Background: an optimization exercise with open tools, aiming at a short achievable clock period and few clock cycles. Do not read the settings as production practice. Only simulation tests tie the RTL to the original design; equivalence was not proved. Power and IR drop assume default switching activity.

## flow/design.v

```verilog
module core (
    input  logic                clk,
    input  logic                rst_n,
    output logic                imem_req_vld,
    input  logic                imem_req_rdy,
    output logic [68:0]         imem_req,
    input  logic                imem_rsp_vld,
    output logic                imem_rsp_rdy,
    input  logic [68:0]         imem_rsp,
    output logic                dmem_req_vld,
    input  logic                dmem_req_rdy,
    output logic [68:0]         dmem_req,
    input  logic                dmem_rsp_vld,
    output logic                dmem_rsp_rdy,
    input  logic [68:0]         dmem_rsp
);
    localparam int NB = 16;      
    logic [31:0] pc_d;           
    logic        d_vld;          
    logic        d_redir_q;      
    logic [31:0] d_tgt_q;
    logic [31:0] pc4_d;          
    logic          hit_q;        
    logic [NB-1:0] hitv_q;
    logic [31:2]   btb_tgt_q;
    logic        x_redir_q;      
    logic [31:0] x_rtgt_q;
    logic        x_vld;
    logic [31:0] x_a, x_b, x_sd, x_dres, x_tgt, x_pc4;
    logic [31:0] x_ma, x_mb;     
    logic [31:2] x_pc, x_ptgt;
    logic        x_wen;
    logic [4:0]  x_rd;
    logic        x_ld, x_st, x_uns;
    logic [1:0]  x_len;
    logic        x_br, x_jal, x_jalr, x_pt, x_pbtb;
    logic [NB-1:0] x_hitv;
    logic [2:0]  x_fn;
    logic        x_s_add, x_s_sub, x_s_sll, x_s_slt, x_s_sltu;
    logic        x_s_xor, x_s_sr, x_s_or, x_s_and, x_s_d;
    logic        x_sra;
    logic        x_fa, x_fb, x_fsd;   
    logic        m_vld, m_wen, m_ld, m_uns;
    logic [4:0]  m_rd;
    logic [1:0]  m_len;
    logic [31:0] m_res;
    logic [31:0] rf [1:31];
    logic [NB-1:0] bt_v;
    logic [31:2]   bt_tag [NB];
    logic [31:2]   bt_tgt [NB];
    logic [3:0]    bt_ptr;
    logic          u_wr, u_rm;   
    logic [NB-1:0] u_sel;
    logic [31:2]   u_tag, u_data;
    logic [31:0] ld_raw, ld_ext, m_val;
    assign ld_raw = dmem_rsp[31:0];
    always_comb begin
        case (m_len)
            2'd1:    ld_ext = {{24{!m_uns && ld_raw[7]}}, ld_raw[7:0]};
            2'd2:    ld_ext = {{16{!m_uns && ld_raw[15]}}, ld_raw[15:0]};
            default: ld_ext = ld_raw;
        endcase
    end
    assign m_val = m_ld ? ld_ext : m_res;
    logic [31:0] sum, diff, sll_v, sr_v, x_res, jr_tgt;
    logic        eq, lt, ltu, taken;
    logic        x_stall, x_go;
    assign sum  = x_a + x_b;
    assign diff = x_a - x_b;
    assign eq   = (x_a == x_b);
    assign ltu  = (x_a < x_b);
    assign lt   = (x_a[31] != x_b[31]) ? x_a[31] : ltu;
    assign sll_v = x_a << x_b[4:0];
    assign sr_v  = (x_a >> x_b[4:0]) | ({32{x_sra & x_a[31]}} & ~(32'hffffffff >> x_b[4:0]));
    assign x_res = ({32{x_s_add}}  & sum)
                 | ({32{x_s_sub}}  & diff)
                 | ({32{x_s_sll}}  & sll_v)
                 | ({32{x_s_slt}}  & {31'b0, lt})
                 | ({32{x_s_sltu}} & {31'b0, ltu})
                 | ({32{x_s_xor}}  & (x_a ^ x_b))
                 | ({32{x_s_sr}}   & sr_v)
                 | ({32{x_s_or}}   & (x_a | x_b))
                 | ({32{x_s_and}}  & (x_a & x_b))
                 | ({32{x_s_d}}    & x_dres);
    always_comb begin
        case (x_fn)
            3'b000:  taken = eq;
            3'b001:  taken = !eq;
            3'b100:  taken = lt;
            3'b101:  taken = !lt;
            3'b110:  taken = ltu;
            3'b111:  taken = !ltu;
            default: taken = 1'b0;
        endcase
    end
    assign x_stall = x_vld && (x_fa || x_fb || x_fsd);
    assign x_go    = x_vld && !x_stall;
    logic tgt_ok;
    assign tgt_ok = !x_pbtb || (x_ptgt == x_tgt[31:2]);
    logic [31:0] jk, jc;
    logic        jr_ok;
    assign jk = {x_ptgt, 2'b00};
    assign jc = x_a ^ x_b ^ jk;                      
    always_comb begin
        jr_ok = x_pbtb && (jc[1] == (x_a[0] & x_b[0]));
        for (int i = 1; i < 31; i++)
            jr_ok = jr_ok && (jc[i+1] == ((x_a[i] & x_b[i]) | (x_a[i] & jc[i]) | (x_b[i] & jc[i])));
    end
    assign jr_tgt = {sum[31:1], 1'b0};
    logic sel_tgt, sel_pc4, sel_jr, x_redirect;
    assign sel_tgt = x_go && ((x_br && taken) || x_jal) && !(x_pt && tgt_ok);
    assign sel_pc4 = x_go && x_br && !taken && x_pt;
    assign sel_jr  = x_go && x_jalr && !jr_ok;
    assign x_redirect = sel_tgt || sel_pc4 || sel_jr;
    assign dmem_req_vld = x_go && (x_ld || x_st);
    logic [31:0] maddr;
    assign maddr        = x_ma + x_mb;
    assign dmem_req     = {2'b00, x_st, maddr, x_len, x_sd};
    assign dmem_rsp_rdy = 1'b1;
    logic [31:0] ins;
    logic [4:0]  opc;
    logic [2:0]  f3;
    logic [4:0]  rs1, rs2, rd;
    logic        is_lui, is_auipc, is_jal, is_jalr, is_br, is_ld, is_st, is_opi, is_opr;
    logic        use1, use2, d_ok, back;
    logic [31:0] imm_i, imm_s, imm_b, imm_j, imm_u;
    logic [31:0] pc_plus4, tgt_b, tgt_j, auipc_v;
    logic [31:0] rf1, rf2, rs1_v, rs2_v;
    logic [31:0] fetch_addr;
    assign ins = imem_rsp[31:0];
    assign opc = ins[6:2];
    assign f3  = ins[14:12];
    assign rs1 = ins[19:15];
    assign rs2 = ins[24:20];
    assign rd  = ins[11:7];
    assign is_lui   = (opc == 5'b01101);
    assign is_auipc = (opc == 5'b00101);
    assign is_jal   = (opc == 5'b11011);
    assign is_jalr  = (opc == 5'b11001);
    assign is_br    = (opc == 5'b11000);
    assign is_ld    = (opc == 5'b00000);
    assign is_st    = (opc == 5'b01000);
    assign is_opi   = (opc == 5'b00100);
    assign is_opr   = (opc == 5'b01100);
    assign use1 = is_jalr || is_br || is_ld || is_st || is_opi || is_opr;
    assign use2 = is_br || is_st || is_opr;
    assign imm_i = {{20{ins[31]}}, ins[31:20]};
    assign imm_s = {{20{ins[31]}}, ins[31:25], ins[11:7]};
    assign imm_b = {{19{ins[31]}}, ins[31], ins[7], ins[30:25], ins[11:8], 1'b0};
    assign imm_j = {{11{ins[31]}}, ins[31], ins[19:12], ins[20], ins[30:21], 1'b0};
    assign imm_u = {ins[31:12], 12'b0};
    assign pc_plus4 = pc4_d;
    assign tgt_b    = pc_d + imm_b;
    assign tgt_j    = pc_d + imm_j;
    assign auipc_v  = pc_d + imm_u;
    assign rf1 = (rs1 == 5'd0) ? 32'b0 : rf[rs1];
    assign rf2 = (rs2 == 5'd0) ? 32'b0 : rf[rs2];
    assign rs1_v = (x_vld && x_wen && x_rd == rs1) ? x_res :
                   (m_vld && m_wen && m_rd == rs1) ? m_val : rf1;
    assign rs2_v = (x_vld && x_wen && x_rd == rs2) ? x_res :
                   (m_vld && m_wen && m_rd == rs2) ? m_val : rf2;
    logic haz1, haz2;
    assign haz1 = x_vld && x_ld && x_wen && (x_rd == rs1) && use1;
    assign haz2 = x_vld && x_ld && x_wen && (x_rd == rs2) && use2;
    assign d_ok = d_vld && !d_redir_q && !x_redir_q && !x_redirect;
    assign back = ins[31];
    logic [NB-1:0] hitv;
    logic          hit;
    logic [31:2]   btb_tgt;
    assign hitv    = hitv_q;
    assign hit     = hit_q;
    assign btb_tgt = btb_tgt_q;
    logic d_redir, d_pt;
    assign d_redir = hit ? !(is_jal || is_jalr || is_br) : (is_jal || (is_br && back));
    assign d_pt    = hit ? (is_jal || is_jalr || is_br) : (is_jal || (is_br && back));
    always_comb begin
        if (x_redir_q)      fetch_addr = x_rtgt_q;
        else if (d_redir_q) fetch_addr = d_tgt_q;
        else if (hit)       fetch_addr = {btb_tgt, 2'b00};
        else                fetch_addr = pc_plus4;
    end
    logic [NB-1:0] f_hitv;
    logic [31:2]   f_btb_tgt;
    always_comb begin
        f_btb_tgt = '0;
        for (int i = 0; i < NB; i++) begin
            f_hitv[i] = bt_v[i] && (bt_tag[i] == fetch_addr[31:2]);
            f_btb_tgt = f_btb_tgt | ({30{f_hitv[i]}} & bt_tgt[i]);
        end
    end
    assign imem_req_vld = rst_n && !x_stall;
    assign imem_req     = {3'b000, fetch_addr, 2'b00, 32'b0};
    assign imem_rsp_rdy = rst_n;
    logic          bt_wr, bt_rm;
    logic [31:2]   bt_wdata;
    assign bt_wr    = x_go && ((((x_br && taken) || x_jal) && !(x_pbtb && tgt_ok)) ||
                               (x_jalr && !jr_ok));
    assign bt_rm    = sel_pc4 && x_pbtb;
    assign bt_wdata = x_jalr ? jr_tgt[31:2] : x_tgt[31:2];
    always_ff @(posedge clk) begin
        if (!rst_n) begin
            pc_d      <= 32'hfffffffc;
            pc4_d     <= 32'h0;
            hit_q     <= 1'b0;
            d_vld     <= 1'b0;
            d_redir_q <= 1'b0;
            x_redir_q <= 1'b0;
            x_vld     <= 1'b0;
            m_vld     <= 1'b0;
            bt_v      <= '0;
            bt_ptr    <= '0;
            u_wr      <= 1'b0;
            u_rm      <= 1'b0;
        end else begin
            if (!x_stall) begin
                pc_d      <= fetch_addr;
                pc4_d     <= fetch_addr + 32'd4;
                hit_q     <= |f_hitv;
                d_vld     <= 1'b1;
                d_redir_q <= d_ok && d_redir;
                x_vld     <= d_ok;
            end
            m_vld <= x_go;
            x_redir_q <= x_redirect;
            u_wr <= bt_wr;
            u_rm <= bt_rm && !bt_wr;
            if (bt_wr && !x_pbtb)
                bt_ptr <= bt_ptr + 4'd1;
            if (u_wr)
                bt_v <= bt_v | u_sel;
            else if (u_rm)
                bt_v <= bt_v & ~u_sel;
        end
    end
    always_ff @(posedge clk) begin
        for (int i = 0; i < NB; i++)
            u_sel[i] <= x_pbtb ? x_hitv[i] : (bt_ptr == 4'(i));
        u_tag  <= x_pc;
        u_data <= bt_wdata;
        if (u_wr) begin
            for (int i = 0; i < NB; i++) begin
                if (u_sel[i]) begin
                    bt_tag[i] <= u_tag;
                    bt_tgt[i] <= u_data;
                end
            end
        end
    end
    always_ff @(posedge clk) begin
        x_rtgt_q <= ({32{sel_tgt}} & x_tgt) | ({32{sel_pc4}} & x_pc4) | ({32{sel_jr}} & jr_tgt);
        if (!x_stall) begin
            hitv_q    <= f_hitv;
            btb_tgt_q <= f_btb_tgt;
            d_tgt_q  <= ({32{hit}} & pc_plus4) | ({32{!hit && is_jal}} & tgt_j) | ({32{!hit && !is_jal}} & tgt_b);
            x_a      <= rs1_v;
            x_b      <= (is_br || is_opr) ? rs2_v : (is_st ? imm_s : imm_i);
            x_sd     <= rs2_v;
            x_dres   <= is_lui ? imm_u : (is_auipc ? auipc_v : pc_plus4);
            x_tgt    <= ({32{is_jal}} & tgt_j) | ({32{!is_jal}} & tgt_b);
            x_pc4    <= pc_plus4;
            x_pc     <= pc_d[31:2];
            x_ptgt   <= btb_tgt;
            x_pt     <= d_pt;
            x_pbtb   <= hit;
            x_hitv   <= hitv;
            x_wen    <= (is_lui || is_auipc || is_jal || is_jalr || is_ld || is_opi || is_opr) && (rd != 5'd0);
            x_rd     <= rd;
            x_ld     <= is_ld;
            x_st     <= is_st;
            x_uns    <= f3[2];
            x_len    <= (f3[1:0] == 2'b00) ? 2'd1 : (f3[1:0] == 2'b01) ? 2'd2 : 2'd0;
            x_br     <= is_br;
            x_jal    <= is_jal;
            x_jalr   <= is_jalr;
            x_fn     <= f3;
            x_s_add  <= (is_opi || is_opr) && f3 == 3'b000 && !(is_opr && ins[30]);
            x_s_sub  <= is_opr && f3 == 3'b000 && ins[30];
            x_s_sll  <= (is_opi || is_opr) && f3 == 3'b001;
            x_s_slt  <= (is_opi || is_opr) && f3 == 3'b010;
            x_s_sltu <= (is_opi || is_opr) && f3 == 3'b011;
            x_s_xor  <= (is_opi || is_opr) && f3 == 3'b100;
            x_s_sr   <= (is_opi || is_opr) && f3 == 3'b101;
            x_s_or   <= (is_opi || is_opr) && f3 == 3'b110;
            x_s_and  <= (is_opi || is_opr) && f3 == 3'b111;
            x_s_d    <= is_lui || is_auipc || is_jal || is_jalr;
            x_sra    <= ins[30];
            x_fa     <= haz1;
            x_fb     <= haz2 && (is_br || is_opr);
            x_fsd    <= haz2 && is_st;
            if (is_ld || is_st) begin
                x_ma <= rs1_v;
                x_mb <= is_st ? imm_s : imm_i;
            end
        end else begin
            if (x_fa && (x_ld || x_st)) x_ma <= ld_ext;
            if (x_fa)  x_a  <= ld_ext;
            if (x_fb)  x_b  <= ld_ext;
            if (x_fsd) x_sd <= ld_ext;
            x_fa  <= 1'b0;
            x_fb  <= 1'b0;
            x_fsd <= 1'b0;
        end
        m_wen <= x_wen;
        m_rd  <= x_rd;
        m_ld  <= x_ld;
        m_uns <= x_uns;
        m_len <= x_len;
        m_res <= x_res;
        if (m_vld && m_wen)
            rf[m_rd] <= m_val;
    end
endmodule
```

## flow/run.sh

```bash
#!/bin/bash
# synth_recipe.tcl (not shown) runs the flow's synth.tcl, then flattens the netlist and writes it again
# the make line also repeats each setting of config.mk as NAME=value (left out here)
make -C /OpenROAD-flow-scripts/flow DESIGN_CONFIG=/design/flow/config.mk WORK_HOME=/design/flow/orfs CLKGATE_MAP_FILE= SYNTH_SCRIPT=/design/flow/synth_recipe.tcl finish
```

## flow/config.mk

```make
export PLATFORM = sky130hd
export DESIGN_NAME = core
export DESIGN_NICKNAME = core
export VERILOG_FILES = /design/flow/design.v
export SDC_FILE = /design/flow/constraint.sdc
export NUM_CORES = 4
export LEC_CHECK = 0
export ABC_CLOCK_PERIOD_IN_PS = 4000
export CAP_MARGIN = 20
export CELL_PAD_IN_SITES_DETAIL_PLACEMENT = 1
export CELL_PAD_IN_SITES_GLOBAL_PLACEMENT = 2
export CORE_MARGIN = 2
export CORE_UTILIZATION = 35
export PLACE_DENSITY = 0.55
export SETUP_SLACK_MARGIN = 5
export SLEW_MARGIN = 20
```

## flow/constraint.sdc

```tcl
create_clock -name core_clock -period 11.0 [get_ports {clk}]
set_input_delay 2.2000 -clock core_clock [delete_from_list [all_inputs] [get_ports {clk}]]
set_output_delay 2.2000 -clock core_clock [all_outputs]
set_load 0.01 [all_outputs]
```

==> results by group, run 1 <==
Run status
  – Status: complete, no violations

Job
  – Max Cap Viol: 0

Logic synthesis
  – Yosys warns: 3
  – Mapped cell area: 130000 um2
  – Synth cell types: 99
  – FFs w/ async S/R, synth: 0%
  – Synth Instances: around 9600
  – Synthesized area per cell: 13.6 um2
  – Count of flip-flops with a built-in enable after synthesis: 2371
  – Top_reg_cell synth: edfxtp_1
  – FF+latch count, synth: 2614
  – Register area share after synthesis: 58.5%

Worst setup path
  – CP endpoint kind: output pin
  – CP Cell Sequence: buf_6 > ha_4 > a21o_1 > a21o_1 > a21o_1 > a221oi_4 > a21oi_4 > or4_4 > nand2_4 > o21ai_1 > a21oi_1 > o21bai_1 > xnor2_1 > buf_2
  – Worst setup SP type: register
  – Worst-path fanout max: 3
  – Crit path top cell by count: a21o_1
  – CP max-delay cell: or4_4
  – Critical path's largest stage delay: 480 ps
  – Crit path DAT: 3970 ps
  – WP data required: between 8000 and 9000 ps
  – Worst setup path category: reg -> out

Power and ir drop
  – Final total power: 0.0252 W
  – Gate power share: roughly an eighth
  – Pwr Density: 168 nW/um2
  – Pleak: between 50 and 60 nW
  – Pint: about 0.018 W
  – Switching part of the total: 28.2%
  – Switching power: 0.00711 W
  – VDD IR-drop max: 0.136 mV
  – Part of the power in the clock network: 41.3%
  – Part of the power in registers: 46.3%

Placement
  – Input/output buffers: roughly 170
  – GP Congestion: 0.995
  – Worst slack at placement: 3480 ps
  – Dpl hpwl: 443000 um

Timing
  – Top achievable clock speed: 162 MHz
  – Hold WS: 291 ps
  – Final hold violation count: 0
  – Setup TNS: 0 ps
  – Worst rel slew slack: 9.25%
  – Final setup vio count: 0
  – Post-route clock skew: 86.9 ps
  – Final worst slack: 4830 ps
  – Worst Tran Pin Value: 1360 ps
  – Slew Limit Fails: 0
  – RSZ-0062 raised after global routing: yes
  – Fin crit period: 6170 ps
  – Fin crit share: 56.1%

GRT
  – All-Layer GR Usage: 35.0%
  – Global route overflow: 0
  – Largest net degree at the start of global routing: 164
  – Vias in the first global route: 94200
  – First-pass GRT wire length: 885000 um
  – Initial antenna violation count: 103

CTS
  – H-tree depth: 5
  – Max clock buf depth: 4
  – CTS tree: yes
  – Total clock sinks: 2614
  – CTS hold repair buffers: 0
  – Clock Root Buffer: clkbuf_16
  – CTS clock-pin slew for the worst setup and hold paths: 50 ps
  – Cts bufs inserted: ~310
  – Clock latency on the worst-skew pair: 960 ps

Route
  – WL final: 671000 um
  – Via total after detailed routing: 96600
  – ANT nets after route: 0
  – WL/cell: 44.4 um
  – DR vias/cell: 6.40
  – Pre-Repair DR Iteration Count: 8
  – DRC: 0
  – Initial drt markers: approximately 14000

Final layout
  – Commonest non-fill, non-tap cells in the layout: 2371 x edfxtp_1, 547 x nand2_1, 532 x mux4_2
  – Net count, final: 10200
  – FILL cells: 37600
  – Final core utilization: 40.8%
  – Commonest non-fill, non-tap cell in the layout: edfxtp_1
  – Layout cells sized above 1: 18.2%
  – Area delta synth->final: 15.7%

Floorplanning
  – I/O pins: 286
  – Initial Utilization: 35.2%
  – Core region area: 369000 um2
  – Die height: 614 um
  – Die area: 377000 um2
  – Die width: 614 um
  – Floorplan row count: 223

Worst hold path
  – Worst Hold Class: reg -> reg
-- per-layer routing --
layer  vias up  track usage, %  part of all wire, %
met5         -               0                0.030
met4        30            14.4                  4.7
met3      1172            8.01                  9.5
met2      5311            52.8                   44
met1     52100            48.5                   42
li1      38000               -                    -
-- final timing paths --
check | endpoint | slack [ps] | cells past startpoint | startpoint
worst min-delay path | u_tag[3] | 290 | 0 | x_pc[3]
worst max-delay path | dmem_req[65] | 4830 | 14 | x_mb[11]
worst min register to register | u_tag[3] | 290 | 0 | x_pc[3]
worst max register to register | btb_tgt_q[7] | 4980 | 12 | d_redir_q
-- power groups by stage --
stage / Clock [W] / Combinational (W) / Sequential [W]
2_1_floorplan: 0 / 0.00161 / 0.0115
3_3_place_gp: 0 / 0.00302 / 0.0118
3_5_place_dp: 0 / 0.00304 / 0.0119
4_1_cts: 0.0105 / 0.00307 / 0.0117
5_1_grt: 0.0109 / 0.00325 / 0.0117
6_report: 0.0104 / 0.00313 / 0.0117
-- flip-flops by register name, indices dropped and copies added (netlist names), 30 cells and up, named ones only --
signal and flops:
bt_tag 480, bt_tgt 480, btb_tgt_q 30, d_tgt_q 32
m_res 32, pc4_d 30, pc_d 32, rf 992
u_data 30, u_tag 30, x_a 32, x_b 32
x_dres 32, x_ma 32, x_pc 30, x_pc4 32
x_ptgt 30, x_rtgt_q 32, x_sd 32, x_tgt 32
-- critical path, delay by kind of cell (launching register included) --
kind	cells	cell delay (ps)
XOR/XNOR	1	130
adder cells (fa/ha/maj)	1	200
AND/OR/NAND/NOR	2	580
AO/OA/AOI/OAI	8	1370
flip-flops	1	470
buffers and inverters	2	310
-- cell usage after synthesis, drive strengths merged, types with 120 or more instances --
library cell,count,area share (%)
a221oi,120,0.83
xnor2,445,3.0
a22oi,199,1.2
nand4,140,0.67
nor2,485,1.4
a21oi,467,1.8
buf,264,1.0
clkbuf,394,1.1
nand2,549,1.6
dfxtp,243,3.7
edfxtp,2371,55
mux4,532,9.2
ha,189,1.8
nor4,125,0.65
o21ai,415,1.6
inv,281,0.81
xor2,359,2.4
mux2i,274,2.1
-- final cells by class --
type / instances / area, um2 / area share, %
clock inverters: 166 / 1640 / 1.09
repair buffers: 606 / 5580 / 3.71
multi-input cells: 6042 / 51400 / 34.1
diodes: 38 / 95.1 / 0.0632
clock buffers: 399 / 8400 / 5.58
inverters: 292 / 1150 / 0.765
flip-flops and latches: 2614 / 76100 / 50.6
well taps: 4950 / 6190 / 4.11
-- metrics by stage --
step | cell area, um2 | cells
after floorplan | 130000 | 9606
after global placement | 139000 | 14400
after detailed placement | 139000 | 14400
after CTS | 150000 | 15100
after global routing | 150000 | 15100
final | 151000 | 15100
-- kinds of logic after synthesis --
logic type      Yosys count  synth area share, %
xor+xnor                804                 5.41
simple gates           1888                 7.07
other cells               2              0.00577
fa+ha+maj               224                 2.36
mux                     911                 12.2
flops                  2614                 58.5
buf+inv                 950                 3.03
compound gates         2175                 11.4
-- repair_timing --
action	in CTS	in global routing
buffers inserted	56	8
gates resized for setup	174	39
cloned	3	0
pin swaps	30	13
setup endpoints to repair	83	32
Testbench counts, summed over its fixed seeds: cycles 112,224.
==> run 2: changes to the inputs <==
--- a/flow/design.v
+++ b/flow/design.v
@@ -29,4 +29,7 @@
     logic [31:0] x_a, x_b, x_sd, x_dres, x_tgt, x_pc4;
     logic [31:0] x_ma, x_mb;     
+    logic [31:0] x_ca, x_cb;     
+    logic [31:0] x_sa;           
+    logic [4:0]  x_sb;
     logic [31:2] x_pc, x_ptgt;
     logic        x_wen;
@@ -40,9 +43,13 @@
     logic        x_s_xor, x_s_sr, x_s_or, x_s_and, x_s_d;
     logic        x_sra;
-    logic        x_fa, x_fb, x_fsd;   
-    logic        m_vld, m_wen, m_ld, m_uns;
+    logic [1:0]  x_fa, x_fb, x_fsd;
+    logic        m_vld, m_wen, m_ld, m_st, m_uns;
     logic [4:0]  m_rd;
     logic [1:0]  m_len;
-    logic [31:0] m_res;
+    logic [31:0] m_res, m_addr, m_sd;
+    logic        w_vld, w_wen, w_ld, w_uns;
+    logic [4:0]  w_rd;
+    logic [1:0]  w_len;
+    logic [31:0] w_res;
     logic [31:0] rf [1:31];
     logic [NB-1:0] bt_v;
@@ -53,14 +60,17 @@
     logic [NB-1:0] u_sel;
     logic [31:2]   u_tag, u_data;
-    logic [31:0] ld_raw, ld_ext, m_val;
+    assign dmem_req_vld = m_vld && (m_ld || m_st);
+    assign dmem_req     = {2'b00, m_st, m_addr, m_len, m_sd};
+    assign dmem_rsp_rdy = 1'b1;
+    logic [31:0] ld_raw, ld_ext, w_val;
     assign ld_raw = dmem_rsp[31:0];
     always_comb begin
-        case (m_len)
-            2'd1:    ld_ext = {{24{!m_uns && ld_raw[7]}}, ld_raw[7:0]};
-            2'd2:    ld_ext = {{16{!m_uns && ld_raw[15]}}, ld_raw[15:0]};
+        case (w_len)
+            2'd1:    ld_ext = {{24{!w_uns && ld_raw[7]}}, ld_raw[7:0]};
+            2'd2:    ld_ext = {{16{!w_uns && ld_raw[15]}}, ld_raw[15:0]};
             default: ld_ext = ld_raw;
         endcase
     end
-    assign m_val = m_ld ? ld_ext : m_res;
+    assign w_val = w_ld ? ld_ext : w_res;
     logic [31:0] sum, diff, sll_v, sr_v, x_res, jr_tgt;
     logic        eq, lt, ltu, taken;
@@ -68,9 +78,9 @@
     assign sum  = x_a + x_b;
     assign diff = x_a - x_b;
-    assign eq   = (x_a == x_b);
-    assign ltu  = (x_a < x_b);
-    assign lt   = (x_a[31] != x_b[31]) ? x_a[31] : ltu;
-    assign sll_v = x_a << x_b[4:0];
-    assign sr_v  = (x_a >> x_b[4:0]) | ({32{x_sra & x_a[31]}} & ~(32'hffffffff >> x_b[4:0]));
+    assign eq   = (x_ca == x_cb);
+    assign ltu  = (x_ca < x_cb);
+    assign lt   = (x_ca[31] != x_cb[31]) ? x_ca[31] : ltu;
+    assign sll_v = x_sa << x_sb;
+    assign sr_v  = (x_sa >> x_sb) | ({32{x_sra & x_sa[31]}} & ~(32'hffffffff >> x_sb));
     assign x_res = ({32{x_s_add}}  & sum)
                  | ({32{x_s_sub}}  & diff)
@@ -94,5 +104,5 @@
         endcase
     end
-    assign x_stall = x_vld && (x_fa || x_fb || x_fsd);
+    assign x_stall = x_vld && ((x_fa != 2'd0) || (x_fb != 2'd0) || (x_fsd != 2'd0));
     assign x_go    = x_vld && !x_stall;
     logic tgt_ok;
@@ -113,9 +123,6 @@
     assign sel_jr  = x_go && x_jalr && !jr_ok;
     assign x_redirect = sel_tgt || sel_pc4 || sel_jr;
-    assign dmem_req_vld = x_go && (x_ld || x_st);
     logic [31:0] maddr;
     assign maddr        = x_ma + x_mb;
-    assign dmem_req     = {2'b00, x_st, maddr, x_len, x_sd};
-    assign dmem_rsp_rdy = 1'b1;
     logic [31:0] ins;
     logic [4:0]  opc;
@@ -157,10 +164,16 @@
     assign rf2 = (rs2 == 5'd0) ? 32'b0 : rf[rs2];
     assign rs1_v = (x_vld && x_wen && x_rd == rs1) ? x_res :
-                   (m_vld && m_wen && m_rd == rs1) ? m_val : rf1;
+                   (m_vld && m_wen && m_rd == rs1) ? m_res :
+                   (w_vld && w_wen && w_rd == rs1) ? w_val : rf1;
     assign rs2_v = (x_vld && x_wen && x_rd == rs2) ? x_res :
-                   (m_vld && m_wen && m_rd == rs2) ? m_val : rf2;
-    logic haz1, haz2;
-    assign haz1 = x_vld && x_ld && x_wen && (x_rd == rs1) && use1;
-    assign haz2 = x_vld && x_ld && x_wen && (x_rd == rs2) && use2;
+                   (m_vld && m_wen && m_rd == rs2) ? m_res :
+                   (w_vld && w_wen && w_rd == rs2) ? w_val : rf2;
+    logic [1:0] haz1, haz2;
+    assign haz1 = !use1 ? 2'd0 :
+                  (x_vld && x_wen && x_rd == rs1) ? (x_ld ? 2'd2 : 2'd0) :
+                  (m_vld && m_wen && m_rd == rs1 && m_ld) ? 2'd1 : 2'd0;
+    assign haz2 = !use2 ? 2'd0 :
+                  (x_vld && x_wen && x_rd == rs2) ? (x_ld ? 2'd2 : 2'd0) :
+                  (m_vld && m_wen && m_rd == rs2 && m_ld) ? 2'd1 : 2'd0;
     assign d_ok = d_vld && !d_redir_q && !x_redir_q && !x_redirect;
     assign back = ins[31];
@@ -189,5 +202,5 @@
         end
     end
-    assign imem_req_vld = rst_n && !x_stall;
+    assign imem_req_vld = !x_stall;     
     assign imem_req     = {3'b000, fetch_addr, 2'b00, 32'b0};
     assign imem_rsp_rdy = rst_n;
@@ -208,4 +221,5 @@
             x_vld     <= 1'b0;
             m_vld     <= 1'b0;
+            w_vld     <= 1'b0;
             bt_v      <= '0;
             bt_ptr    <= '0;
@@ -222,4 +236,5 @@
             end
             m_vld <= x_go;
+            w_vld <= m_vld;
             x_redir_q <= x_redirect;
             u_wr <= bt_wr;
@@ -286,27 +301,48 @@
             x_sra    <= ins[30];
             x_fa     <= haz1;
-            x_fb     <= haz2 && (is_br || is_opr);
-            x_fsd    <= haz2 && is_st;
+            x_fb     <= (is_br || is_opr) ? haz2 : 2'd0;
+            x_fsd    <= is_st ? haz2 : 2'd0;
             if (is_ld || is_st) begin
                 x_ma <= rs1_v;
                 x_mb <= is_st ? imm_s : imm_i;
             end
+            if (is_br || ((is_opi || is_opr) && f3[2:1] == 2'b01)) begin
+                x_ca <= rs1_v;
+                x_cb <= (is_br || is_opr) ? rs2_v : imm_i;
+            end
+            if ((is_opi || is_opr) && f3[1:0] == 2'b01) begin
+                x_sa <= rs1_v;
+                x_sb <= is_opr ? rs2_v[4:0] : ins[24:20];
+            end
         end else begin
-            if (x_fa && (x_ld || x_st)) x_ma <= ld_ext;
-            if (x_fa)  x_a  <= ld_ext;
-            if (x_fb)  x_b  <= ld_ext;
-            if (x_fsd) x_sd <= ld_ext;
-            x_fa  <= 1'b0;
-            x_fb  <= 1'b0;
-            x_fsd <= 1'b0;
+            if (x_fa == 2'd1 && (x_ld || x_st)) x_ma <= ld_ext;
+            if (x_fa == 2'd1 && (x_br || x_s_slt || x_s_sltu)) x_ca <= ld_ext;
+            if (x_fb == 2'd1 && (x_br || x_s_slt || x_s_sltu)) x_cb <= ld_ext;
+            if (x_fa == 2'd1 && (x_s_sll || x_s_sr)) x_sa <= ld_ext;
+            if (x_fb == 2'd1 && (x_s_sll || x_s_sr)) x_sb <= ld_ext[4:0];
+            if (x_fa == 2'd1)  x_a  <= ld_ext;
+            if (x_fb == 2'd1)  x_b  <= ld_ext;
+            if (x_fsd == 2'd1) x_sd <= ld_ext;
+            if (x_fa != 2'd0)  x_fa  <= x_fa - 2'd1;
+            if (x_fb != 2'd0)  x_fb  <= x_fb - 2'd1;
+            if (x_fsd != 2'd0) x_fsd <= x_fsd - 2'd1;
         end
-        m_wen <= x_wen;
-        m_rd  <= x_rd;
-        m_ld  <= x_ld;
-        m_uns <= x_uns;
-        m_len <= x_len;
-        m_res <= x_res;
-        if (m_vld && m_wen)
-            rf[m_rd] <= m_val;
+        m_wen  <= x_wen;
+        m_rd   <= x_rd;
+        m_ld   <= x_ld;
+        m_st   <= x_st;
+        m_uns  <= x_uns;
+        m_len  <= x_len;
+        m_res  <= x_res;
+        m_addr <= maddr;
+        m_sd   <= x_sd;
+        w_wen <= m_wen;
+        w_rd  <= m_rd;
+        w_ld  <= m_ld;
+        w_uns <= m_uns;
+        w_len <= m_len;
+        w_res <= m_res;
+        if (w_vld && w_wen)
+            rf[w_rd] <= w_val;
     end
 endmodule
==> flow/flow/run.sh (new file) <==
#!/bin/bash
set -euo pipefail
bash standard.sh synth > synth.log 2>&1
bash standard.sh SETUP_SLACK_MARGIN=6.5 finish > layout.log 2>&1
==> flow/standard.sh (new file) <==
#!/bin/bash
# synth_recipe.tcl (not shown) runs the flow's synth.tcl, then flattens the netlist and writes it again
# the make line also repeats each setting of config.mk as NAME=value (left out here)
make -C /OpenROAD-flow-scripts/flow DESIGN_CONFIG=/design/flow/config.mk WORK_HOME=/design/flow/orfs CLKGATE_MAP_FILE= SYNTH_SCRIPT=/design/flow/synth_recipe.tcl "${@:-finish}"
--- a/flow/config.mk
+++ b/flow/config.mk
@@ -13,4 +13,4 @@
 export CORE_UTILIZATION = 35
 export PLACE_DENSITY = 0.55
-export SETUP_SLACK_MARGIN = 5
 export SLEW_MARGIN = 20
+export TNS_END_PERCENT = 10
removed: flow/run.sh
==> results by group, run 2 <==
Timing
  – Final setup vio count: 0 (unchanged)
  – Worst Tran Pin Value: 1090 ps (was 1360 ps)
  – Post-route clock skew: 71.7 ps (was 86.9 ps)
  – Final hold violation count: 0 (unchanged)
  – Worst rel slew slack: 27.3% (was 9.25%)
  – Fin crit share: 44.4% (was 56.1%)
  – Top achievable clock speed: 205 MHz (was 162 MHz)
  – Fin crit period: 4890 ps (was 6170 ps)
  – Hold WS: 336 ps (was 291 ps)
  – Setup TNS: 0 ps (unchanged)
  – RSZ-0062 raised after global routing: yes (unchanged)
  – Slew Limit Fails: 0 (unchanged)

Route
  – Pre-Repair DR Iteration Count: 8 (unchanged)
  – WL final: 578000 um (was 671000 um)
  – DR vias/cell: 5.92 (was 6.40)
  – ANT nets after route: 0 (unchanged)
  – Via total after detailed routing: 88400 (was 96600)
  – WL/cell: 38.7 um (was 44.4 um)
  – Initial drt markers: 10100 (was 13800)
  – DRC: 0 (unchanged)

Floorplanning
  – Die area: 380000 um2 (was 377000 um2)
  – I/O pins: 286 (unchanged)
  – Core region area: 373000 um2 (was 369000 um2)
  – Floorplan row count: 224 (was 223)
  – Die height: 616 um (was 614 um)
  – Die width: 616 um (was 614 um)
  – Initial Utilization: 35.2% (about the same)

CTS
  – Total clock sinks: 2826 (was 2614)
  – Max clock buf depth: 4 (unchanged)
  – CTS clock-pin slew for the worst setup and hold paths: 60 ps (was 50 ps)
  – Clock latency on the worst-skew pair: 960 ps (about the same)
  – CTS tree: yes (unchanged)
  – Cts bufs inserted: 333 (was 311)
  – H-tree depth: 5 (unchanged)
  – Clock Root Buffer: clkbuf_16 (unchanged)

Worst setup path
  – Worst setup SP type: input pin (was register)
  – CP max-delay cell: clkdlybuf4s15_1 (was or4_4)
  – Worst setup path category: in -> out (was reg -> out)
  – Cells on worst reg2reg path: 17 (was 12)
  – Critical path's largest stage delay: 270 ps (was 480 ps)
  – Reg2reg setup slack: 6250 ps (was 4980 ps)
  – R2r endpoint: btb_tgt_q[26] (was btb_tgt_q[7])
  – Top delay family on crit path: buffers and inverters (was compound AO/OA/AOI/OAI gates)
  – Crit path DAT: 2690 ps (was 3970 ps)
  – Worst-path fanout max: 22 (was 3)
  – RR Startpoint: hit_q (was d_redir_q)
  – CP Cell Sequence: buf_12 > clkdlybuf4s15_1 (was buf_6 > ha_4 > a21o_1 > a21o_1 > a21o_1 > a221oi_4 > a21oi_4 > or4_4 > nand2_4 > o21ai_1 > a21oi_1 > o21bai_1 > xnor2_1 > buf_2)
  – CP endpoint kind: output pin (unchanged)
  – Buf/Inv on CP: 2 (unchanged)
  – WP data required: 8800 ps (about the same)

Logic synthesis
  – Synthesized area per cell: 14.5 um2 (was 13.6 um2)
  – Synth cell types: 85 (was 99)
  – Yosys top cell by area: edfxtp_1 (unchanged)
  – Most common cell in the synthesized netlist: edfxtp_1 (unchanged)
  – FFs w/ async S/R, synth: 0% (unchanged)
  – Register area share after synthesis: 62.0% (was 58.5%)
  – Yosys top cell area share: 56.7% (was 54.7%)
  – Synth Instances: 9044 (was 9568)
  – FF+latch count, synth: 2826 (was 2614)
  – Mapped cell area: 131000 um2 (was 130000 um2)
  – Top post-synthesis cells by area: edfxtp_1 57%, mux4_2 8.7%, dfxtp_1 5.3% (was edfxtp_1 55%, mux4_2 9.2%, dfxtp_1 3.7%)
  – Yosys warns: 3 (unchanged)
  – Top_reg_cell synth: edfxtp_1 (unchanged)
  – Count of flip-flops with a built-in enable after synthesis: 2478 (was 2371)
  – Most frequent cells after synthesis: 2478 x edfxtp_1, 528 x nand2_1, 505 x mux4_2, 503 x xor2_1, 430 x nor2_1 (was 2371 x edfxtp_1, 549 x nand2_1, 532 x mux4_2, 485 x nor2_1, 467 x a21oi_1)

Worst hold path
  – Hold path startpoint: x_pc[26] (was x_pc[3])
  – Worst Hold Class: reg -> reg (unchanged)
  – Min-Delay Path Depth: 0 (unchanged)
  – WHS Endpoint: u_tag[26] (was u_tag[3])

Placement
  – Input/output buffers: 165 (unchanged)
  – Post-Place Cells: 13900 (was 14400)
  – Placement Cell Area: 140000 um2 (was 139000 um2)
  – GP Congestion: 0.871 (was 0.995)
  – Dpl hpwl: 346000 um (was 443000 um)

Final layout
  – Area delta synth->final: 21.3% (was 15.7%)
  – Layout cells sized above 1: 23.3% (was 18.2%)
  – FILL cells: 36800 (was 37600)
  – Commonest non-fill, non-tap cell in the layout: edfxtp_1 (unchanged)
  – Commonest non-fill, non-tap cells in the layout: 2478 x edfxtp_1, 523 x nand2_1, 505 x mux4_2 (was 2371 x edfxtp_1, 547 x nand2_1, 532 x mux4_2)
  – Max reg flops: 992 (unchanged)
  – Net count, final: 10100 (was 10200)
  – Post-route cell area: 159000 um2 (was 151000 um2)
  – Post-Layout Cell Count: 14900 (was 15100)
  – Biggest register: rf (unchanged)
  – Largest registers: rf x992, bt_tag x480, bt_tgt x480 (unchanged)

GRT
  – Largest net degree at the start of global routing: 148 (was 164)
  – First-pass GRT wire length: 767000 um (was 885000 um)
  – Vias in the first global route: 87400 (was 94200)
  – All-Layer GR Usage: 29.3% (was 35.0%)
  – Initial antenna violation count: 83 (was 103)
  – Global route overflow: 0 (unchanged)

Power and ir drop
  – Pleak: 55.1 nW (was 51.1 nW)
  – Pwr Density: 254 nW/um2 (was 168 nW/um2)
  – VDD IR-drop max: 0.135 mV (was 0.136 mV)

Run status
  – Status: complete, no violations (unchanged)

Job
  – Max Cap Viol: 0 (unchanged)
[run 2: changes by cell type in the layout (fill, tap and decap cells not counted), sizes merged, moves of 72 or more]
cell | previous run | this run
a21oi | 467 | 337
a221oi | 120 | 192
a22oi | 199 | 66
buf | 462 | 669
clkbuf | 400 | 474
dfxtp | 243 | 348
edfxtp | 2371 | 2478
mux2i | 274 | 350
xnor2 | 445 | 218
xor2 | 359 | 503
[run 2: cell families after synthesis]
family	share of synthesized area, %
other	0.00573
AOI/OAI and AO/OA	9.11
xor gates and xnor gates	4.81
and+or+nand+nor	5.95
muxes	12.4
DFF	62.0
buffers and inverters	2.99
adders and majority gates	2.68
[run 2: per-layer routing]
metal,wire [um],vias to the layer above,track usage [%],share of wire (%)
li1,-,36400,-,-
met1,258000,47900,42.3,45
met2,266000,3425,46.7,46
met3,36800,674,3.39,6.4
met4,18200,6,7.87,3.1
met5,46,-,0,0.0080
[run 2: layout make-up]
class / instances / area (um2) / area share [%]
repair inverters: 5 / 32.5 / 0.0204
diodes: 20 / 50.0 / 0.0315
clock inverters: 167 / 1790 / 1.12
well taps: 4972 / 6220 / 3.91
flip-flops and latches: 2826 / 81400 / 51.2
inverters: 306 / 1290 / 0.813
clock buffers: 448 / 9190 / 5.78
multi-input cells: 5352 / 48800 / 30.7
repair buffers: 842 / 10300 / 6.47
[run 2: worst max-delay path by stage]
stage / from / end / cells after the start
global route: hit_q / imem_req[35] / 8
finish: rst_n / imem_rsp_rdy / 2
floorplan: imem_rsp[22] / d_tgt_q[29] / 16
detailed placement: imem_rsp[15] / x_ma[11] / 12
CTS: imem_rsp[20] / x_cb[6] / 11
global placement: imem_rsp[15] / x_ma[11] / 12
[run 2: power breakdown]
| group | total [W] | internal [W] | switching, W |
|---|---|---|---|
| sequential | 0.0156 | 0.0143 | 0.00134 |
| combinational | 0.0136 | 0.00420 | 0.00936 |
| clock | 0.0112 | 0.00646 | 0.00479 |
| total | 0.0405 | 0.0250 | 0.0155 |
[run 2: what timing repair did]
action                                  4_1_cts  5_1_grt
resized for setup                           682      324
endpoints found under the setup margin      412      380
pin swaps                                    83       82
hold buffers                                  0        0
cloned                                       46       25
setup buffers                               206      112
[run 2: per-stage QoR]
step                utilization [%]  power, W  setup slack, ps
global route                   42.7    0.0417             6080
finish                         42.7    0.0405             6110
floorplan                         -    0.0211             5980
CTS                            41.8    0.0399             6050
global placement               37.4    0.0275             3760
detailed placement             37.5    0.0277             3790
Testbench counts of run 2, summed over its fixed seeds: cycles 115,167.
==> run 3: changes to the inputs <==
--- a/flow/design.v
+++ b/flow/design.v
@@ -19,5 +19,5 @@
     logic        d_vld;          
     logic        d_redir_q;      
-    logic [31:0] d_tgt_q;
+    logic [31:0] fetch_q;        
     logic [31:0] pc4_d;          
     logic          hit_q;        
@@ -25,5 +25,4 @@
     logic [31:2]   btb_tgt_q;
     logic        x_redir_q;      
-    logic [31:0] x_rtgt_q;
     logic        x_vld;
     logic [31:0] x_a, x_b, x_sd, x_dres, x_tgt, x_pc4;
@@ -187,12 +186,17 @@
     assign d_redir = hit ? !(is_jal || is_jalr || is_br) : (is_jal || (is_br && back));
     assign d_pt    = hit ? (is_jal || is_jalr || is_br) : (is_jal || (is_br && back));
-    always_comb begin
-        if (x_redir_q)      fetch_addr = x_rtgt_q;
-        else if (d_redir_q) fetch_addr = d_tgt_q;
-        else if (hit)       fetch_addr = {btb_tgt, 2'b00};
-        else                fetch_addr = pc_plus4;
-    end
     logic [NB-1:0] f_hitv;
     logic [31:2]   f_btb_tgt;
+    logic [31:0] x_rtgt, d_tgt, f_plus4, next_fetch;
+    assign fetch_addr = fetch_q;
+    assign f_plus4    = fetch_q + 32'd4;
+    assign x_rtgt = ({32{sel_tgt}} & x_tgt) | ({32{sel_pc4}} & x_pc4) | ({32{sel_jr}} & jr_tgt);
+    assign d_tgt  = ({32{hit}} & pc_plus4) | ({32{!hit && is_jal}} & tgt_j) | ({32{!hit && !is_jal}} & tgt_b);
+    always_comb begin
+        if (x_redirect)            next_fetch = x_rtgt;
+        else if (d_ok && d_redir)  next_fetch = d_tgt;
+        else if (|f_hitv)          next_fetch = {f_btb_tgt, 2'b00};
+        else                       next_fetch = f_plus4;
+    end
     always_comb begin
         f_btb_tgt = '0;
@@ -215,4 +219,5 @@
             pc_d      <= 32'hfffffffc;
             pc4_d     <= 32'h0;
+            fetch_q   <= 32'h0;
             hit_q     <= 1'b0;
             d_vld     <= 1'b0;
@@ -228,6 +233,7 @@
         end else begin
             if (!x_stall) begin
-                pc_d      <= fetch_addr;
-                pc4_d     <= fetch_addr + 32'd4;
+                pc_d      <= fetch_q;
+                pc4_d     <= f_plus4;
+                fetch_q   <= next_fetch;
                 hit_q     <= |f_hitv;
                 d_vld     <= 1'b1;
@@ -263,9 +269,7 @@
     end
     always_ff @(posedge clk) begin
-        x_rtgt_q <= ({32{sel_tgt}} & x_tgt) | ({32{sel_pc4}} & x_pc4) | ({32{sel_jr}} & jr_tgt);
         if (!x_stall) begin
             hitv_q    <= f_hitv;
             btb_tgt_q <= f_btb_tgt;
-            d_tgt_q  <= ({32{hit}} & pc_plus4) | ({32{!hit && is_jal}} & tgt_j) | ({32{!hit && !is_jal}} & tgt_b);
             x_a      <= rs1_v;
             x_b      <= (is_br || is_opr) ? rs2_v : (is_st ? imm_s : imm_i);
==> results by group, run 3 <==
Run status
  – Status: complete, no violations (unchanged)

Power and ir drop
  – Pleak: 51.8 nW (was 55.1 nW)
  – Part of the power in registers: 39.6% (was 38.7%)
  – Pint: 0.0246 W (was 0.0250 W)
  – VDD IR-drop max: 0.175 mV (was 0.135 mV)
  – Gate power share: 34.0% (was 33.5%)
  – Switching power: 0.0159 W (was 0.0155 W)
  – Switching part of the total: 39.2% (was 38.3%)
  – Pwr Density: 264 nW/um2 (was 254 nW/um2)
  – Part of the power in the clock network: 26.4% (was 27.8%)

Final layout
  – Largest registers: rf x992, bt_tag x480, bt_tgt x480 (unchanged)
  – Max reg flops: 992 (unchanged)
  – Layout cells sized above 1: 19.5% (was 23.3%)
  – Area of the multi-input gates: 47900 um2 (was 48800 um2)
  – Commonest non-fill, non-tap cells in the layout: 2446 x edfxtp_1, 543 x xnor2_1, 494 x nand2_1 (was 2478 x edfxtp_1, 523 x nand2_1, 505 x mux4_2)
  – Biggest register: rf (unchanged)
  – Net count, final: 9906 (was 10100)
  – Post-route cell area: 153000 um2 (was 159000 um2)
  – Final core utilization: 41.6% (was 42.7%)
  – Commonest non-fill, non-tap cell in the layout: edfxtp_1 (unchanged)
  – FILL cells: 36900 (was 36800)
  – FF+latch area: 80500 um2 (was 81400 um2)
  – Area delta synth->final: 18.1% (was 21.3%)

Route
  – Via total after detailed routing: 88600 (was 88400)
  – ANT nets after route: 0 (unchanged)
  – DR vias/cell: 6.02 (was 5.92)
  – Initial drt markers: 10500 (was 10100)
  – WL final: 571000 um (was 578000 um)
  – DRC: 0 (unchanged)
  – Pre-Repair DR Iteration Count: 8 (unchanged)
  – WL/cell: 38.7 um (about the same)

Logic synthesis
  – Most common cell in the synthesized netlist: edfxtp_1 (unchanged)
  – Count of flip-flops with a built-in enable after synthesis: 2446 (was 2478)
  – Synth Area in XOR/XNOR: 4.88% (was 4.81%)
  – Synth Area in Adders: 2.71% (was 2.68%)
  – Yosys top cell by area: edfxtp_1 (unchanged)
  – Combinational family with the most area after synthesis: multiplexers (unchanged)
  – Yosys top cell area share: 56.6% (was 56.7%)
  – Register area share after synthesis: 61.9% (was 62.0%)
  – Post-synthesis compound-gate area fraction: 9.81% (was 9.11%)
  – FF+latch count, synth: 2794 (was 2826)
  – Top_reg_cell synth: edfxtp_1 (unchanged)
  – Mapped cell area: 130000 um2 (was 131000 um2)
  – FFs w/ async S/R, synth: 0% (unchanged)
  – Synth cell types: 94 (was 85)
  – Synth Instances: 9109 (was 9044)
  – Synthesized area per cell: 14.3 um2 (was 14.5 um2)
  – Mux share of post-synthesis cell area: 11.2% (was 12.4%)
  – Most frequent cells after synthesis: 2446 x edfxtp_1, 549 x xnor2_1, 538 x nor2_1, 496 x nand2_1, 462 x mux4_2 (was 2478 x edfxtp_1, 528 x nand2_1, 505 x mux4_2, 503 x xor2_1, 430 x nor2_1)
  – Simple-Gate Fraction of Synth Area: 6.46% (was 5.95%)
  – Top post-synthesis cells by area: edfxtp_1 57%, mux4_2 8.0%, dfxtp_1 5.4% (was edfxtp_1 57%, mux4_2 8.7%, dfxtp_1 5.3%)
  – Yosys warns: 3 (unchanged)

Worst setup path
  – CP Cell Sequence: buf_6 > buf_8 > nor2_4 > buf_4 > a221oi_1 > nor2_1 > o211ai_1 > a32oi_1 > a211oi_1 > a21oi_2 > a21oi_1 (was buf_12 > clkdlybuf4s15_1)
  – WP data required: 11600 ps (was 8800 ps)
  – Worst-path fanout max: 16 (was 22)
  – RR Startpoint: x_b[0] (was hit_q)
  – Crit path DAT: 5440 ps (was 2690 ps)
  – Top delay family on crit path: compound AO/OA/AOI/OAI gates (was buffers and inverters)
  – Worst setup SP type: input pin (unchanged)
  – CP max-delay cell: a21oi_1 (was clkdlybuf4s15_1)
  – Worst Setup SP: imem_rsp[22] (was rst_n)
  – CP endpoint kind: register (was output pin)
  – Worst setup path category: in -> reg (was in -> out)
  – Critical path's largest stage delay: 660 ps (was 270 ps)
  – Buf/Inv on CP: 3 (was 2)

Timing
  – Final hold violation count: 0 (unchanged)
  – Worst rel slew slack: 20.6% (was 27.3%)
  – Post-route clock skew: 74.1 ps (was 71.7 ps)
  – Top achievable clock speed: 206 MHz (was 205 MHz)
  – Fin crit share: 44.0% (was 44.4%)
  – Setup TNS: 0 ps (unchanged)
  – RSZ-0062 raised after global routing: yes (unchanged)
  – Slew Limit Fails: 0 (unchanged)
  – Fin crit period: 4840 ps (was 4890 ps)
  – Final worst slack: 6160 ps (was 6110 ps)
  – Worst Tran Pin Value: 1190 ps (was 1090 ps)
  – Hold WS: 321 ps (was 336 ps)
  – Final setup vio count: 0 (unchanged)

Floorplanning
  – Die area: 376000 um2 (was 380000 um2)
  – I/O pins: 286 (unchanged)
  – Floorplan row count: 223 (was 224)
  – Core region area: 369000 um2 (was 373000 um2)
  – Die height: 613 um (was 616 um)
  – Initial Utilization: 35.2% (about the same)
  – Die width: 613 um (was 616 um)

Placement
  – GP Congestion: 0.875 (was 0.871)
  – Input/output buffers: 165 (unchanged)
  – Worst slack at placement: 3880 ps (was 3790 ps)
  – Placement Cell Area: 138000 um2 (was 140000 um2)
  – Dpl hpwl: 355000 um (was 346000 um)

CTS
  – Max clock buf depth: 4 (unchanged)
  – Clock Root Buffer: clkbuf_16 (unchanged)
  – CTS clock-pin slew for the worst setup and hold paths: 60 ps (about the same)
  – CTS hold repair buffers: 0 (unchanged)
  – Clock latency on the worst-skew pair: 950 ps (was 960 ps)
  – CTS tree: yes (unchanged)
  – Total clock sinks: 2794 (was 2826)
  – Cts bufs inserted: 328 (was 333)
  – H-tree depth: 5 (unchanged)

GRT
  – All-Layer GR Usage: 29.6% (was 29.3%)
  – Vias in the first global route: 88000 (was 87400)
  – Busiest layer in global routing: met2 (unchanged)
  – Largest net degree at the start of global routing: 70 (was 148)
  – Grt met3 use: 3.11% (was 3.39%)
  – M2 GR Usage: 46.1% (was 46.7%)
  – First-pass GRT wire length: 763000 um (was 767000 um)
  – Initial antenna violation count: 74 (was 83)
  – Global route overflow: 0 (unchanged)
  – GR Util met1: 43.3% (was 42.3%)

Worst hold path
  – Hold path startpoint: m_res[28] (was x_pc[26])
  – Worst Hold Class: reg -> reg (unchanged)

Job
  – Max Cap Viol: 0 (unchanged)
[run 3: cell count changes after synthesis, sizes merged, moves of 62 or more]
cell    previous run  this run
xnor2            218       549
a22oi             66       176
a222oi             1        63
a22o             126        35
nor2             430       539
a21oi            337       445
xor2             503       174
inv              301       228
o21ai            404       309
[run 3: timing repair]
item,in CTS,in global routing
setup endpoints to repair,366,301
buffers inserted,94,65
resized for setup,417,208
pin swaps,63,69
cloned,27,11
[run 3: cells by family after synthesis]
group	Yosys count
flip-flops	2794
AO/OA/AOI/OAI	1854
AND/OR/NAND/NOR	1744
multiplexers	872
buffers and inverters	860
XOR/XNOR	723
adder cells (fa/ha/maj)	260
other	2
[run 3: routing by layer]
layer  share of wire, %  up-vias
met2                 45     3428
met1                 45    48100
met5              0.016        -
met3                6.5      726
li1                   -    36300
met4                3.5       14
[run 3: layout make-up]
class / count / share of cell area [%]
antenna: 20 / 0.0326
clock buffer: 448 / 5.87
clock inverter: 145 / 0.865
inverter: 232 / 0.590
multi-input combinational: 5494 / 31.2
sequential: 2794 / 52.5
tap: 4950 / 4.04
timing repair buffer: 649 / 4.87
timing repair inverter: 3 / 0.0147
[run 3: final timing paths]
path | cells after the start | endpoint | slack (ps)
max reg2reg | 11 | x_cb[2] | 6330
min | 0 | w_res[28] | 320
min reg2reg | 0 | w_res[28] | 320
max | 11 | x_sd[9] | 6160
[run 3: through the flow]
| step | power, W | cells |
|---|---|---|
| global placement | 0.0287 | 13900 |
| floorplan | 0.0219 | 9147 |
| global route | 0.0418 | 14700 |
| CTS | 0.0403 | 14600 |
| finish | 0.0405 | 14700 |
| detailed placement | 0.0289 | 13900 |
[run 3: power by group through the flow]
stage / clock, W / sequential, W / combinational [W]
CTS: 0.0109 / 0.0161 / 0.0133
global route: 0.0113 / 0.0162 / 0.0144
finish: 0.0107 / 0.0160 / 0.0138
floorplan: 0 / 0.0153 / 0.00667
detailed placement: 0 / 0.0163 / 0.0126
global placement: 0 / 0.0162 / 0.0125
Testbench counts of run 3, summed over its fixed seeds: cycles 115,167.
==> run 4: changes to the inputs <==
==> flow/flow/run.sh (replaced) <==
#!/bin/bash
set -euo pipefail
bash standard.sh synth > synth.log 2>&1
bash standard.sh SETUP_SLACK_MARGIN=6.5 "BUFFER_PORTS_ARGS=-buffer_cell sky130_fd_sc_hd__buf_4" finish > layout.log 2>&1
==> results by group, run 4 <==
Route
  – ANT nets after route: 0 (unchanged)
  – DR vias/cell: 5.95 (was 6.02)
  – Pre-Repair DR Iteration Count: 8 (unchanged)
  – WL/cell: 38.0 um (was 38.7 um)
  – DRC: 0 (unchanged)
  – Via total after detailed routing: 87600 (was 88600)
  – WL final: 560000 um (was 571000 um)
  – Initial drt markers: 10700 (was 10500)

Logic synthesis
  – FFs w/ async S/R, synth: 0% (unchanged)
  – Register area share after synthesis: 61.9% (unchanged)
  – Synthesized area per cell: 14.3 um2 (unchanged)
  – Most common cell in the synthesized netlist: edfxtp_1 (unchanged)
  – Mapped cell area: 130000 um2 (unchanged)
  – Synth Instances: 9109 (unchanged)
  – Top post-synthesis cells by area: edfxtp_1 57%, mux4_2 8.0%, dfxtp_1 5.4% (unchanged)
  – Yosys top cell area share: 56.6% (unchanged)
  – Most frequent cells after synthesis: 2446 x edfxtp_1, 549 x xnor2_1, 538 x nor2_1, 496 x nand2_1, 462 x mux4_2 (unchanged)
  – Yosys top cell by area: edfxtp_1 (unchanged)
  – Top_reg_cell synth: edfxtp_1 (unchanged)
  – FF+latch count, synth: 2794 (unchanged)
  – Yosys warns: 3 (unchanged)
  – Count of flip-flops with a built-in enable after synthesis: 2446 (unchanged)
  – Synth cell types: 94 (unchanged)

Power and ir drop
  – Pwr Density: 265 nW/um2 (was 264 nW/um2)
  – VDD IR-drop max: 0.194 mV (was 0.175 mV)
  – Pleak: 52.0 nW (was 51.8 nW)

Worst setup path
  – WP data required: 8800 ps (was 11600 ps)
  – Levels on crit path: 2 (was 11)
  – Reg2reg setup slack: 6420 ps (was 6330 ps)
  – Critical path's largest stage delay: 150 ps (was 660 ps)
  – Worst setup SP type: input pin (unchanged)
  – Worst setup path category: in -> out (was in -> reg)
  – Cells on worst reg2reg path: 13 (was 11)
  – CP endpoint: imem_rsp_rdy (was x_sd[9])
  – Buf/Inv on CP: 2 (was 3)
  – R2r endpoint: x_ma[23] (was x_cb[2])
  – CP endpoint kind: output pin (was register)
  – RR Startpoint: x_b[1] (was x_b[0])
  – Worst-path fanout max: 22 (was 16)
  – CP Cell Sequence: buf_12 > buf_4 (was buf_6 > buf_8 > nor2_4 > buf_4 > a221oi_1 > nor2_1 > o211ai_1 > a32oi_1 > a211oi_1 > a21oi_2 > a21oi_1)
  – Crit path DAT: 2500 ps (was 5440 ps)
  – CP max-delay cell: buf_12 (was a21oi_1)
  – Top delay family on crit path: buffers and inverters (was compound AO/OA/AOI/OAI gates)
  – Worst Setup SP: rst_n (was imem_rsp[22])

Placement
  – Worst slack at placement: 3620 ps (was 3880 ps)
  – Input/output buffers: 165 (unchanged)
  – Dpl hpwl: 353000 um (was 355000 um)
  – Post-Place Cells: 13900 (about the same)
  – GP Congestion: 0.879 (was 0.875)

CTS
  – Clock latency on the worst-skew pair: 970 ps (was 950 ps)
  – Cts bufs inserted: 328 (unchanged)
  – CTS clock-pin slew for the worst setup and hold paths: 50 ps (was 60 ps)
  – H-tree depth: 5 (unchanged)
  – CTS tree: yes (unchanged)
  – Max clock buf depth: 4 (unchanged)
  – Clock Root Buffer: clkbuf_16 (unchanged)
  – Total clock sinks: 2794 (unchanged)

Final layout
  – Largest registers: rf x992, bt_tag x480, bt_tgt x480 (unchanged)
  – Area delta synth->final: 17.9% (was 18.1%)
  – FILL cells: 36800 (was 36900)
  – Post-Layout Cell Count: 14700 (about the same)
  – Commonest non-fill, non-tap cells in the layout: 2446 x edfxtp_1, 542 x xnor2_1, 496 x nor2_1 (was 2446 x edfxtp_1, 543 x xnor2_1, 494 x nand2_1)
  – Max reg flops: 992 (unchanged)
  – Layout cells sized above 1: 20.8% (was 19.5%)
  – Net count, final: 9884 (was 9906)
  – Commonest non-fill, non-tap cell in the layout: edfxtp_1 (unchanged)
  – Biggest register: rf (unchanged)

Timing
  – Final worst slack: 6300 ps (was 6160 ps)
  – Worst rel slew slack: 20.8% (was 20.6%)
  – Hold WS: 329 ps (was 321 ps)
  – Fin crit share: 42.8% (was 44.0%)
  – Slew Limit Fails: 0 (unchanged)
  – Final setup vio count: 0 (unchanged)
  – Setup TNS: 0 ps (unchanged)
  – Post-route clock skew: 89.1 ps (was 74.1 ps)
  – Top achievable clock speed: 213 MHz (was 206 MHz)
  – RSZ-0062 raised after global routing: yes (unchanged)
  – Worst Tran Pin Value: 1180 ps (was 1190 ps)
  – Fin crit period: 4700 ps (was 4840 ps)
  – Final hold violation count: 0 (unchanged)

GRT
  – All-Layer GR Usage: 29.1% (was 29.6%)
  – Largest net degree at the start of global routing: 195 (was 70)
  – Vias in the first global route: 87600 (was 88000)
  – First-pass GRT wire length: 754000 um (was 763000 um)
  – Initial antenna violation count: 71 (was 74)
  – Global route overflow: 0 (unchanged)

Floorplanning
  – Floorplan row count: 223 (unchanged)
  – Die height: 613 um (unchanged)
  – Die width: 613 um (unchanged)
  – Die area: 376000 um2 (unchanged)
  – Core region area: 369000 um2 (unchanged)
  – I/O pins: 286 (unchanged)
  – Initial Utilization: 35.2% (unchanged)

Job
  – Max Cap Viol: 0 (unchanged)

Worst hold path
  – Worst Hold Class: reg -> reg (unchanged)

Run status
  – Status: complete, no violations (unchanged)
-- run 4: layer usage --
| layer | vias to the layer above | routed length [um] | part of all wire (%) | global-route usage [%] |
|---|---|---|---|---|
| li1 | 36300 | - | - | - |
| met1 | 47400 | 249000 | 44 | 41.9 |
| met2 | 3239 | 257000 | 46 | 46.0 |
| met3 | 691 | 35200 | 6.3 | 3.46 |
| met4 | 12 | 19200 | 3.4 | 8.49 |
| met5 | - | 80 | 0.014 | 0 |
-- run 4: report_power, final --
group	switching [W]	internal, W
combinational	0.00952	0.00414
clock	0.00468	0.00633
sequential	0.00167	0.0143
total	0.0159	0.0248
-- run 4: per-stage QoR --
step / power (W) / utilization [%] / instance area [um2]
final: 0.0406 / 41.5 / 153000
after detailed placement: 0.0288 / 37.2 / 137000
after floorplan: 0.0219 / - / 130000
after global routing: 0.0419 / 41.5 / 153000
after CTS: 0.0402 / 40.9 / 151000
after global placement: 0.0286 / 37.2 / 137000
-- run 4: cell type report --
class,instances,area (um2),share of cell area [%]
Sequential cell,2794,80500,52.6
Tap cell,4950,6190,4.05
Multi-Input combinational cell,5494,47800,31.2
Clock inverter,164,1810,1.18
Clock buffer,438,8920,5.83
Timing Repair Buffer,628,6880,4.50
Inverter,232,933,0.610
Timing Repair inverter,2,16.3,0.0106
Antenna cell,20,50.0,0.0327
-- run 4: worst min-delay path by stage --
stage	startpoint	to	depth (start not counted)
finish	m_uns	w_uns	0
global route	m_uns	w_uns	0
CTS	m_uns	w_uns	0
detailed placement	m_uns	w_uns	0
global placement	m_uns	w_uns	0
floorplan	m_uns	w_uns	0
-- run 4: cell families after synthesis --
family / count (synthesis) / share of synthesized area, %
buffers and inverters: 860 / 2.98
AND/OR/NAND/NOR: 1744 / 6.46
XOR/XNOR: 723 / 4.88
multiplexers: 872 / 11.2
adder cells (fa/ha/maj): 260 / 2.71
flip-flops: 2794 / 61.9
AO/OA/AOI/OAI: 1854 / 9.81
other: 2 / 0.00578
-- run 4: timing repair --
item,CTS,global route
gates cloned,29,7
pin swaps,30,61
setup endpoints to repair,326,299
endpoints found under the hold margin,0,0
gates resized for setup,258,248
buffers inserted,63,87
hold buffers,0,0
==> run 5: changes to the inputs <==
--- a/flow/config.mk
+++ b/flow/config.mk
@@ -14,3 +14,2 @@
 export PLACE_DENSITY = 0.55
 export SLEW_MARGIN = 20
-export TNS_END_PERCENT = 10
==> results by group, run 5 <==
Final layout
  – Area of the multi-input gates: 48600 um2 (was 47800 um2)
  – Post-Layout Cell Count: 14800 (was 14700)
  – Commonest non-fill, non-tap cell in the layout: edfxtp_1 (unchanged)
  – Area delta synth->final: 19.3% (was 17.9%)
  – Layout cells sized above 1: 22.4% (was 20.8%)
  – Biggest register: rf (unchanged)
  – FF+latch area: 80500 um2 (about the same)
  – Net count, final: 9989 (was 9884)

Timing
  – Hold WS: 336 ps (was 329 ps)
  – Setup TNS: 0 ps (unchanged)
  – RSZ-0062 raised after global routing: yes (unchanged)
  – Worst Tran Pin Value: 1340 ps (was 1180 ps)
  – Top achievable clock speed: 213 MHz (about the same)
  – Fin crit period: 4700 ps (about the same)
  – Worst rel slew slack: 10.7% (was 20.8%)
  – Final setup vio count: 0 (unchanged)
  – Slew Limit Fails: 0 (unchanged)
  – Fin crit share: 42.7% (was 42.8%)

Worst hold path
  – Worst Hold Class: reg -> reg (unchanged)

Route
  – Pre-Repair DR Iteration Count: 7 (was 8)
  – WL/cell: 38.9 um (was 38.0 um)
  – DRC: 0 (unchanged)
  – ANT nets after route: 0 (unchanged)
  – Via total after detailed routing: 89200 (was 87600)
  – WL final: 577000 um (was 560000 um)
  – Initial drt markers: 10400 (was 10700)
  – DR vias/cell: 6.02 (was 5.95)

GRT
  – Global route overflow: 0 (unchanged)
  – Largest net degree at the start of global routing: 81 (was 195)
  – Initial antenna violation count: 85 (was 71)
  – Vias in the first global route: 88000 (was 87600)
  – All-Layer GR Usage: 29.8% (was 29.1%)
  – First-pass GRT wire length: 769000 um (was 754000 um)

Worst setup path
  – Crit path DAT: 5470 ps (was 2500 ps)
  – CP max-delay cell: dfxtp_2 (was buf_12)
  – Worst setup path category: reg -> reg (was in -> out)
  – Buf/Inv on CP: 3 (was 2)
  – CP endpoint kind: register (was output pin)
  – Crit path top cell by count: or4_4
  – CP Cell Sequence: buf_6 > xnor2_1 > nand4_1 > or4_4 > nor4_4 > buf_6 > or4_4 > nor2_4 > nand3_2 > buf_4 > nor2_1 > o31ai_1 > or4_4 > a31oi_4 (was buf_12 > buf_4)
  – Top delay family on crit path: simple AND/OR/NAND/NOR gates (was buffers and inverters)
  – Worst-path fanout max: 32 (was 22)
  – Critical path's largest stage delay: 710 ps (was 150 ps)
  – WP data required: 11770 ps (was 8800 ps)

Placement
  – Dpl hpwl: 354000 um (was 353000 um)
  – Input/output buffers: 165 (unchanged)

CTS
  – Cts bufs inserted: 329 (was 328)
  – H-tree depth: 5 (unchanged)
  – Max clock buf depth: 4 (unchanged)
  – CTS clock-pin slew for the worst setup and hold paths: 60 ps (was 50 ps)
  – CTS tree: yes (unchanged)
  – Clock latency on the worst-skew pair: 940 ps (was 970 ps)

Logic synthesis
  – Synth Instances: 9109 (unchanged)
  – FF+latch count, synth: 2794 (unchanged)
  – FFs w/ async S/R, synth: 0% (unchanged)
  – Yosys top cell area share: 56.6% (unchanged)
  – Most frequent cells after synthesis: 2446 x edfxtp_1, 549 x xnor2_1, 538 x nor2_1, 496 x nand2_1, 462 x mux4_2 (unchanged)
  – Yosys top cell by area: edfxtp_1 (unchanged)
  – Synth cell types: 94 (unchanged)
  – Top post-synthesis cells by area: edfxtp_1 57%, mux4_2 8.0%, dfxtp_1 5.4% (unchanged)
  – Most common cell in the synthesized netlist: edfxtp_1 (unchanged)

Power and ir drop
  – VDD IR-drop max: 0.135 mV (was 0.194 mV)
  – Pleak: 52.6 nW (was 52.0 nW)
  – Pwr Density: 267 nW/um2 (was 265 nW/um2)

Job
  – Max Cap Viol: 0 (unchanged)

Floorplanning
  – Floorplan row count: 223 (unchanged)
  – Die width: 613 um (unchanged)
  – Initial Utilization: 35.2% (unchanged)
  – I/O pins: 286 (unchanged)
  – Die height: 613 um (unchanged)

Run status
  – Status: complete, no violations (unchanged)
[run 5: cell counts after synthesis]
No cell type changed its count.
[run 5: area by class of cell]
class,count,share of cell area [%]
clock buffers,470,5.91
clock inverters,128,0.835
repair inverters,3,0.0145
multi-input cells,5499,31.4
diodes,18,0.0291
repair buffers,726,5.25
inverters,232,0.595
well taps,4950,4.00
flip-flops and latches,2794,52.0
[run 5: worst reg2reg max path: cells and delay by family, from the launching register on]
kind | cells | cell delay (ps)
AO/OA/AOI/OAI | 2 | 590
buffers and inverters | 3 | 1260
AND/OR/NAND/NOR | 8 | 1790
XOR/XNOR | 1 | 210
flip-flops | 1 | 710
[run 5: worst paths after layout]
path	start	endpoint	slack [ps]	cells past startpoint
setup reg to reg	fetch_q[17]	fetch_q[27]	6300	14
setup / recovery	fetch_q[17]	fetch_q[27]	6300	14
hold / removal	x_pc[20]	u_tag[20]	340	0
hold reg to reg	x_pc[20]	u_tag[20]	340	0
[run 5: metal layers]
metal	vias to the layer above	track usage [%]	wire length, um
met5	-	0	121
met4	18	8.92	19200
met3	724	3.77	37900
met2	3469	47.0	264000
met1	48400	42.8	256000
li1	36600	-	-
[run 5: power breakdown]
part	switching (W)	total [W]	internal, W
Combinational	0.00982	0.0143	0.00448
Sequential	0.00186	0.0162	0.0143
Clock	0.00461	0.0108	0.00622
[run 5: cells by family after synthesis]
logic type | count (synthesis) | synth area share [%]
other | 2 | 0.00578
xor gates and xnor gates | 723 | 4.88
DFF | 2794 | 61.9
and+or+nand+nor | 1744 | 6.46
buffers and inverters | 860 | 2.98
adders and majority gates | 260 | 2.71
AOI/OAI and AO/OA | 1854 | 9.81
muxes | 872 | 11.2
[run 5: per-stage QoR]
step           setup WS (ps)  cell area [um2]  utilization, %
6_report                6300           155000            42.0
5_1_grt                 6300           155000            41.9
4_1_cts                 6380           153000            41.3
3_5_place_dp            3780           138000            37.3
3_3_place_gp            3780           138000            37.3
2_1_floorplan           5840           131000               -
[run 5: timing repair]
action,4_1_cts,5_1_grt
hold buffers,0,0
resized for setup,435,204
pin swaps,87,74
cloned,38,18
buffers inserted,133,107
endpoints found under the setup margin,347,230

afterwards: timing with drivers on the ports:
Ports are ideal in the flow. The routed layouts listed here were re-timed in OpenROAD.
Step 1 sets driving cells, clkbuf_16 on the clock port and buf_2 on the other inputs (assumed; they add their load-dependent delay and slew).
Step 2, shift: input delay + t, output delay - t, t = (earliest + latest rising clock arrival at the registers) / 2. This alone moves slack from input paths to output paths.
Three values: ideal ports, drivers, drivers and shift; two values: the first two.
| run | t (ns) | setup slack, ns |
|---|---|---|
| run 1 | 1.020 | 4.826 / 4.722 / 4.086 |
| run 2 | 1.028 | 6.111 / 5.770 / 4.742 |
| run 3 | 1.019 | 6.156 / 5.980 / 4.961 |
| run 4 | 1.035 | 6.297 / 5.993 / 4.958 |
| run 5 | 1.010 | 6.304 / 6.119 / 5.109 |
After both steps setup and hold are still met in every run listed.
